This is an optimization exercise on Yosys and OpenROAD, whose aim is small area, a short achievable clock period and few clock cycles, not a production implementation.
The RTL was checked by simulation tests, not by an equivalence proof against the original design.
Power and IR drop assume default switching activity.

**config.mk**
```make
export PLATFORM = sky130hd
export DESIGN_NAME = CPU
export DESIGN_NICKNAME = CPU
export VERILOG_FILES = /design/flow/design.v
export SDC_FILE = /design/flow/constraint.sdc
export NUM_CORES = 4
export LEC_CHECK = 0
export ABC_CLOCK_PERIOD_IN_PS = 2500
export CAP_MARGIN = 20
export CORE_MARGIN = 2
export CORE_UTILIZATION = 50
export CTS_BUF_LIST = sky130_fd_sc_hd__clkbuf_16
export CTS_CLUSTER_DIAMETER = 100
export CTS_CLUSTER_SIZE = 20
export PLACE_DENSITY = 0.6
export SETUP_SLACK_MARGIN = 5
export SLEW_MARGIN = 20
```
**constraint.sdc**
```tcl
create_clock -name core_clock -period 8.5 [get_ports {clk}]
set_input_delay 1.7000 -clock core_clock [delete_from_list [all_inputs] [get_ports {clk}]]
set_output_delay 1.7000 -clock core_clock [all_outputs]
set_load 0.01 [all_outputs]
```
**design.v**
```verilog
module CPU(
    input         clk,
    input         rst,
    output [31:0] imem_addr,
    input  [31:0] imem_rdata,
    output [31:0] dmem_addr,
    output [31:0] dmem_wdata,
    output        dmem_we,
    input  [31:0] dmem_rdata,
    output        wb_en,
    output [4:0]  wb_addr,
    output [31:0] wb_data
);
reg  [31:2] pc;
reg  [31:0] e_a;                 
reg  [31:0] e_b;                 
reg  [31:0] e_s;                 
reg  [31:2] e_tgt;               
reg  [4:0]  e_dest;
reg         e_wr, e_ld, e_st, e_br;
reg         e_sub, e_and, e_or, e_slt;
reg         e_fam;                         
reg         e_fbm;                         
reg         e_bm;                          
reg         e_add;                         
reg  [31:0] m_alu, m_sd;
reg  [4:0]  m_dest;
reg         m_wr, m_ld, m_st;
reg  [31:0] w_data;
reg  [4:0]  w_dest;
reg         w_wr;
reg  [31:1] rv;
wire [31:0] ins = imem_rdata;
wire [5:0]  op  = ins[31:26];
wire [4:0]  rs  = ins[25:21];
wire [4:0]  rt  = ins[20:16];
wire [4:0]  rd  = ins[15:11];
wire [5:0]  fn  = ins[5:0];
wire [31:0] simm = {{16{ins[15]}}, ins[15:0]};
wire is_r    = (op == 6'b000000);
wire is_addi = (op == 6'b001000);
wire is_lw   = (op == 6'b100011);
wire is_sw   = (op == 6'b101011);
wire is_beq  = (op == 6'b000100);
wire [4:0] dest   = is_r ? rd : rt;
wire       wr     = (is_r | is_addi | is_lw) & (dest != 5'd0);
wire       use_rs = is_r | is_addi | is_lw | is_sw | is_beq;
wire       use_rt = is_r | is_sw | is_beq;
wire       b_rt   = is_r | is_beq;        
wire [31:2] pc1   = pc + 30'd1;
wire [16:0] tgt_lo = {1'b0, pc[17:2]} + {1'b0, ins[15:0]} + 17'd1;
wire [31:18] pch_p = pc[31:18] + 14'd1;
wire [31:18] pch_m = pc[31:18] - 14'd1;
wire [31:18] tgt_hi = ( tgt_lo[16] & ~ins[15]) ? pch_p :
                      (~tgt_lo[16] &  ins[15]) ? pch_m : pc[31:18];
wire [31:2] tgt_d = {tgt_hi, tgt_lo[15:0]};
wire sub_d = is_r & ((fn == 6'b100010) | (fn == 6'b101010));
wire and_d = is_r & (fn == 6'b100100);
wire or_d  = is_r & (fn == 6'b100101);
wire slt_d = is_r & (fn == 6'b101010);
wire stall = e_ld & ((use_rs & (rs == e_dest)) | (use_rt & (rt == e_dest)));
wire [32*32-1:0] rflat;
wire [31:1]      rs_sel, rt_sel, rv_eff;
reg  [31:0]      rs_v, rt_v;
wire [31:0] wd = m_ld ? dmem_rdata : m_alu;      
wire        rs_w = m_wr & (m_dest == rs);        
wire        rt_w = m_wr & (m_dest == rt);
genvar g;
generate
    for (g = 1; g < 32; g = g + 1) begin : RF
        reg [31:0] q;
        always @(posedge clk)
            if (m_wr && m_dest == g)
                q <= wd;
        assign rflat[g*32 +: 32] = q;
        assign rv_eff[g] = rv[g] & ~(m_wr && m_dest == g);
        assign rs_sel[g] = rv_eff[g] & (rs == g);
        assign rt_sel[g] = rv_eff[g] & (rt == g);
    end
endgenerate
assign rflat[31:0] = 32'd0;
integer k;
always @(*) begin
    rs_v = {32{rs_w}} & wd;
    rt_v = {32{rt_w}} & wd;
    for (k = 1; k < 32; k = k + 1) begin
        rs_v = rs_v | ({32{rs_sel[k]}} & rflat[k*32 +: 32]);
        rt_v = rt_v | ({32{rt_sel[k]}} & rflat[k*32 +: 32]);
    end
end
always @(posedge clk or posedge rst) begin
    if (rst)
        rv <= 31'd0;
    else if (m_wr)
        rv[m_dest] <= 1'b1;
end
wire fam = e_wr & (e_dest == rs);
wire fbm = e_wr & (e_dest == rt);
wire [31:0] A = e_fam ? m_alu : e_a;
wire [31:0] S = e_fbm ? m_alu : e_s;
wire [31:0] mx = m_alu  ^ {32{e_sub}};
wire [31:0] Bx = e_bm ? mx : e_b;
wire [32:0] sum1 = {A, 1'b1} + {Bx, e_sub};    
wire [31:0] sum  = sum1[32:1];
wire        lt   = (A[31] == Bx[31]) ? A[31] : sum[31];
wire [31:0] res  = ({32{e_add}} & sum) | ({32{e_and}} & (A & Bx)) |
                   ({32{e_or}} & (A | Bx)) | {31'd0, e_slt & lt};
wire        taken = e_br & (A == Bx);
always @(posedge clk or posedge rst) begin
    if (rst)
        pc <= 30'd0;
    else if (taken)
        pc <= e_tgt;
    else if (!stall)
        pc <= pc1;
end
always @(posedge clk or posedge rst) begin
    if (rst) begin
        e_wr <= 1'b0;
        e_ld <= 1'b0;
        e_st <= 1'b0;
        e_br <= 1'b0;
    end else if (stall) begin
        e_wr <= 1'b0;
        e_ld <= 1'b0;
        e_st <= 1'b0;
        e_br <= 1'b0;
    end else begin
        e_wr <= wr;
        e_ld <= is_lw & (dest != 5'd0);
        e_st <= is_sw;
        e_br <= is_beq;
    end
end
always @(posedge clk) begin
    e_a    <= rs_v;
    e_b    <= b_rt ? (rt_v ^ {32{sub_d}}) : simm;
    e_s    <= rt_v;
    e_tgt  <= tgt_d;
    e_bm   <= b_rt & fbm;
    e_add  <= ~and_d & ~or_d & ~slt_d;
    e_dest <= dest;
    e_sub  <= sub_d;
    e_and  <= and_d;
    e_or   <= or_d;
    e_slt  <= slt_d;
    e_fam  <= fam;
    e_fbm  <= fbm;
end
always @(posedge clk or posedge rst) begin
    if (rst) begin
        m_wr <= 1'b0;
        m_st <= 1'b0;
    end else begin
        m_wr <= e_wr;
        m_st <= e_st;
    end
end
always @(posedge clk) begin
    m_alu  <= res;
    m_sd   <= S;
    m_dest <= e_dest;
    m_ld   <= e_ld;
end
always @(posedge clk or posedge rst) begin
    if (rst)
        w_wr <= 1'b0;
    else
        w_wr <= m_wr;
end
always @(posedge clk) begin
    w_data <= wd;
    w_dest <= m_dest;
end
assign imem_addr  = {pc, 2'b00};
assign dmem_addr  = m_alu;
assign dmem_wdata = m_sd;
assign dmem_we    = m_st;
assign wb_en      = w_wr;
assign wb_addr    = w_dest;
assign wb_data    = w_data;
endmodule
```
**flow/run.sh**
```bash
#!/bin/bash
# The standard layout (standard.sh: ORFS synthesis to finish, unchanged
# synthesis), with three changes to how it is laid out:
#  - the port buffers are a plain buffer (buf_2), not the delay buffer that
#    buffer_ports picks by default;
#  - gate sizing may change a cell's footprint (MATCH_CELL_FOOTPRINT=0);
#  - (setup margin as given in config.mk)
# make's full output goes to standard.log; ORFS keeps each step's log under
# orfs/logs.
cd "$(dirname "$0")/.."
bash standard.sh \
    "BUFFER_PORTS_ARGS=-buffer_cell sky130_fd_sc_hd__buf_2" \
    MATCH_CELL_FOOTPRINT=0 \
    finish > standard.log 2>&1
```
**standard.sh**
```bash
#!/bin/bash
# synth_recipe.tcl (not shown) runs the flow's synth.tcl, then flattens the netlist and writes it again
# the make line also repeats each setting of config.mk as NAME=value (left out here)
make -C /OpenROAD-flow-scripts/flow DESIGN_CONFIG=/design/flow/config.mk WORK_HOME=/design/flow/orfs CLKGATE_MAP_FILE= SYNTH_SCRIPT=/design/flow/synth_recipe.tcl "${@:-finish}"
```
==> notes.md <==
## Yosys cell counts (all sizes together), types with 41 or more instances
cell type,instances,area share
nand4,156,0.017
mux2i,51,0.0090
clkbuf,178,0.012
nand3,139,0.013
edfxtp,992,0.53
or4,68,0.0096
xnor2,105,0.016
buf,101,0.0096
a22o,115,0.018
nand2,148,0.0099
ha,97,0.021
a21oi,76,0.0067
a221oi,116,0.019
dfrtp,68,0.030
xor2,41,0.0063
inv,106,0.0070
a22oi,794,0.11
dfxtp,246,0.087
nor3,61,0.0054
mux2,70,0.014
nor2,126,0.0085
o21ai,101,0.0091
## kinds of logic (layout without fill, tap and decap cells)
kind of cell / after synthesis / count (layout) / share of synthesized area
mux: 121 / 121 / 0.0230
simple gates: 856 / 858 / 0.0823
other cells: 1 / 11 / 0.0000663
buf+inv: 385 / 719 / 0.0285
xor+xnor: 146 / 146 / 0.0226
flops: 1306 / 1306 / 0.644
fa+ha+maj: 99 / 99 / 0.0222
compound gates: 1342 / 1344 / 0.178
## layout by cell type (no fill, tap or decap), drive strengths merged, types with 101 or more instances in the layout
master,netlist,final
nor2,126,127
dfxtp,246,246
edfxtp,992,992
a221oi,116,116
buf,101,461
inv,106,151
nand2,148,148
xnor2,105,105
a22oi,794,794
nand4,156,156
a22o,115,115
o21ai,101,101
nand3,139,139
## state kept, by name, summed over array words and instances (netlist names), 5 cells and up
| name | count |
|---|---|
| RF.q | 992 |
| e_a | 32 |
| e_b | 32 |
| e_s | 32 |
| m_alu | 32 |
| m_sd | 32 |
| w_data | 32 |
| rv | 31 |
| e_tgt | 30 |
| pc | 30 |
| e_dest | 5 |
| m_dest | 5 |
| w_dest | 5 |
## cell type report
cell class                 count  area share
sequential                  1306       0.549
multi-input combinational   2570       0.317
timing repair buffer         480      0.0652
clock buffer                  76      0.0287
tap                         1500      0.0283
inverter                     106     0.00643
clock inverter                56     0.00513
antenna                        9    0.000339
timing repair inverter         1   0.0000754
## through the flow
step                total power (W)  cells  worst slack [ps]  hold WS [ps]  utilization
finish                       0.0118   6104              4870           358        0.591
floorplan                   0.00756   4257              4650           326            -
detailed placement          0.00783   5800              3540           338        0.536
CTS                          0.0117   6029              5000           357        0.575
global route                 0.0120   6095              4910           374        0.590
global placement            0.00782   5799              3530           337        0.535
## critical path, delay by kind of cell
family	cells	cell delay [ps]
compound gates	1	170
buf+inv	3	1080
simple gates	4	1220
## what timing repair did
action,4_1_cts,5_1_grt
cloned,12,10
hold endpoints to repair,0,0
gates resized for setup,312,229
setup buffers,85,56
pin swaps,40,74
endpoints found under the setup margin,196,111
## how the worst min path moves through the flow
| stage | start | to | slack [ps] | cells after the start |
|---|---|---|---|---|
| floorplan | m_dest[4] | w_dest[4] | 330 | 0 |
| global placement | e_st | m_st | 340 | 0 |
| detailed placement | e_st | m_st | 340 | 0 |
| CTS | e_st | m_st | 360 | 0 |
| global route | e_st | m_st | 370 | 0 |
| finish | e_st | m_st | 360 | 0 |
## routing by layer
metal  up-vias  global-route usage  part of all wire
li1      17700                   -                 -
met1     22700               0.540              0.33
met2      5176               0.613              0.40
met3      1591               0.200              0.18
met4        14               0.275             0.086
met5         -              0.0233            0.0025
## power by group
part,internal (W),total [W],switching (W)
clock,0.00169,0.00392,0.00223
combinational,0.000293,0.000786,0.000493
sequential,0.00697,0.00706,0.0000900
total,0.00895,0.0118,0.00281
==> notes.md <==
* Min-delay worst type: reg -> reg
* Flops & latches, synth at 1306
* Starting DRT DRC Count at 10000
* Cell Area, Synth at roughly 57000 sq um
* Outcome: complete, no violations
* Post-route DRC at 0
* TritonCTS clock tree: done
* Final setup fails at 0
* FP Rows at between 100 and 150
* Drt pass-1 iters at 10
* Maxcap violations at 0
* # hold bufs at CTS at 0
* HPWL Detailed at 132 mm
* CP max-delay cell: or3_1
* P&R area growth vs syn at 17.3%
* R2r endpoint: e_a[23]
* Worst setup path endpoint: e_a[23]
* Sequential cell area at 36500 sq um
* Wire per inst at 43.4 microns
* Max Fclk at between 200 and 300 MHz
* Root buffer cell: clkbuf_16
* Reg2Reg Depth at 10
* Post-route ant nets at 0
* Prevailing post-synth register cell: edfxtp_1
* Flop-to-flop setup slack at 4890 ps
* Post-Route WL at between 200 and 300 mm
* Via Count at ~47000
* Die height at 340 microns
* Share of cells above drive strength 1 at 0.226
* First-pass GRT wire length at 349 mm
* Antenna violations before repair at 9
* Number of synthesis warnings at 1
* Count of flip-flops with a built-in enable after synthesis at between 900 and 1000
* Post-layout net count at 4706
* Worst Path Required at between 9000 and 10000 ps
* Setup total negative slack at 0 ps
* Cts bufs inserted at 76
* RSZ-0062 raised after global routing: true
* Crit. Startpoint: imem_rdata[22]
* GRT Residual Overflow at 0
* CTS Buffer Depth at 3
* CP peak stage delay at between 400 and 500 ps
* Effective utilization at floorplan at 0.503
* Seq/Total Area, Yosys at 0.644
* CP Max Fanout at 21
* Post-Syn Area per Cell at 13.3 sq um
* Die width at approximately 340 microns
* Count of clock tree sinks at around 1300
* Crit path time final at roughly 3600 ps
* Relative slew margins at 0.228
* Pleak at approximately 23 nW
* Crit path launch type: input pin
* Critical Path AT at 4220 ps
* DR vias/cell at 7.73
* H-tree depth at 3
* Worst slew pin tran at 1160 ps
* RD Place Congestion at 0.969
* Distinct cells, synth at 79
* Worst-Skew Late Latency at between 700 and 800 ps
* Reg clk slew, reported paths at approximately 90 ps
* Port buffer count at 198
* Ys async rst share at 0.0521
* Period utilization at 0.427
* I/O pins at 201
* Clock Skew at ~37 ps
* Largest net degree at the start of global routing at 69
* Core area at 112000 sq um
* Worst path cell trace: clkbuf_4 -> or3_1 -> nor4b_2 -> buf_4 -> buf_6 -> a22oi_1 -> nand4_1 -> or4_1
* CP Class: in -> reg
* Endpoints failing hold at 0
* Worst r2r src: m_dest[4]
* PwrDens at between 150 and 200 nW/um^2
* GRT Overall Usage at 0.435
* Max VDD drop at 0.153 mV
* Fillcell total at 8818
* Slew Viols, Final at 0
* Cells after Synth at 4256
* Die area at 116000 sq um
* Final instance area at 66300 sq um
* Area of the multi-input gates at ~21000 sq um
* CP Capture Type: flip-flop
* Vias in the first global route at 43400
* Dpl cell area at 60200 sq um
Testbench counts, summed over its fixed seeds: cycles 35,517.

static timing again, ports no longer ideal:
How much do the figures lean on ideal ports? The routed layout below was timed once more, with nothing changed but the port constraints.
Step 1 assumes that a clkbuf_16 drives the clock port and a buf_2 every other input.
Step 2 also shifts input and output timing later by t, the mid clock arrival at the registers, as if the neighbouring blocks saw the same clock.
Slacks: ideal / step 1 / step 2; pairs: ideal / step 1.
shift t [ns]: 0.786
slack for setup (ns): 4.868 / 4.889 / 4.128
clock arrival spread, ns: 0.037 / 0.037
slew at the worst register clock pin (ns): 0.09 / 0.09
worst slew at a driven data input, ns: 0.07
After both steps setup and hold are still met in this run. For this run, drivers alone change the setup slack by +0.021 ns; drivers and shift together by -0.740 ns.
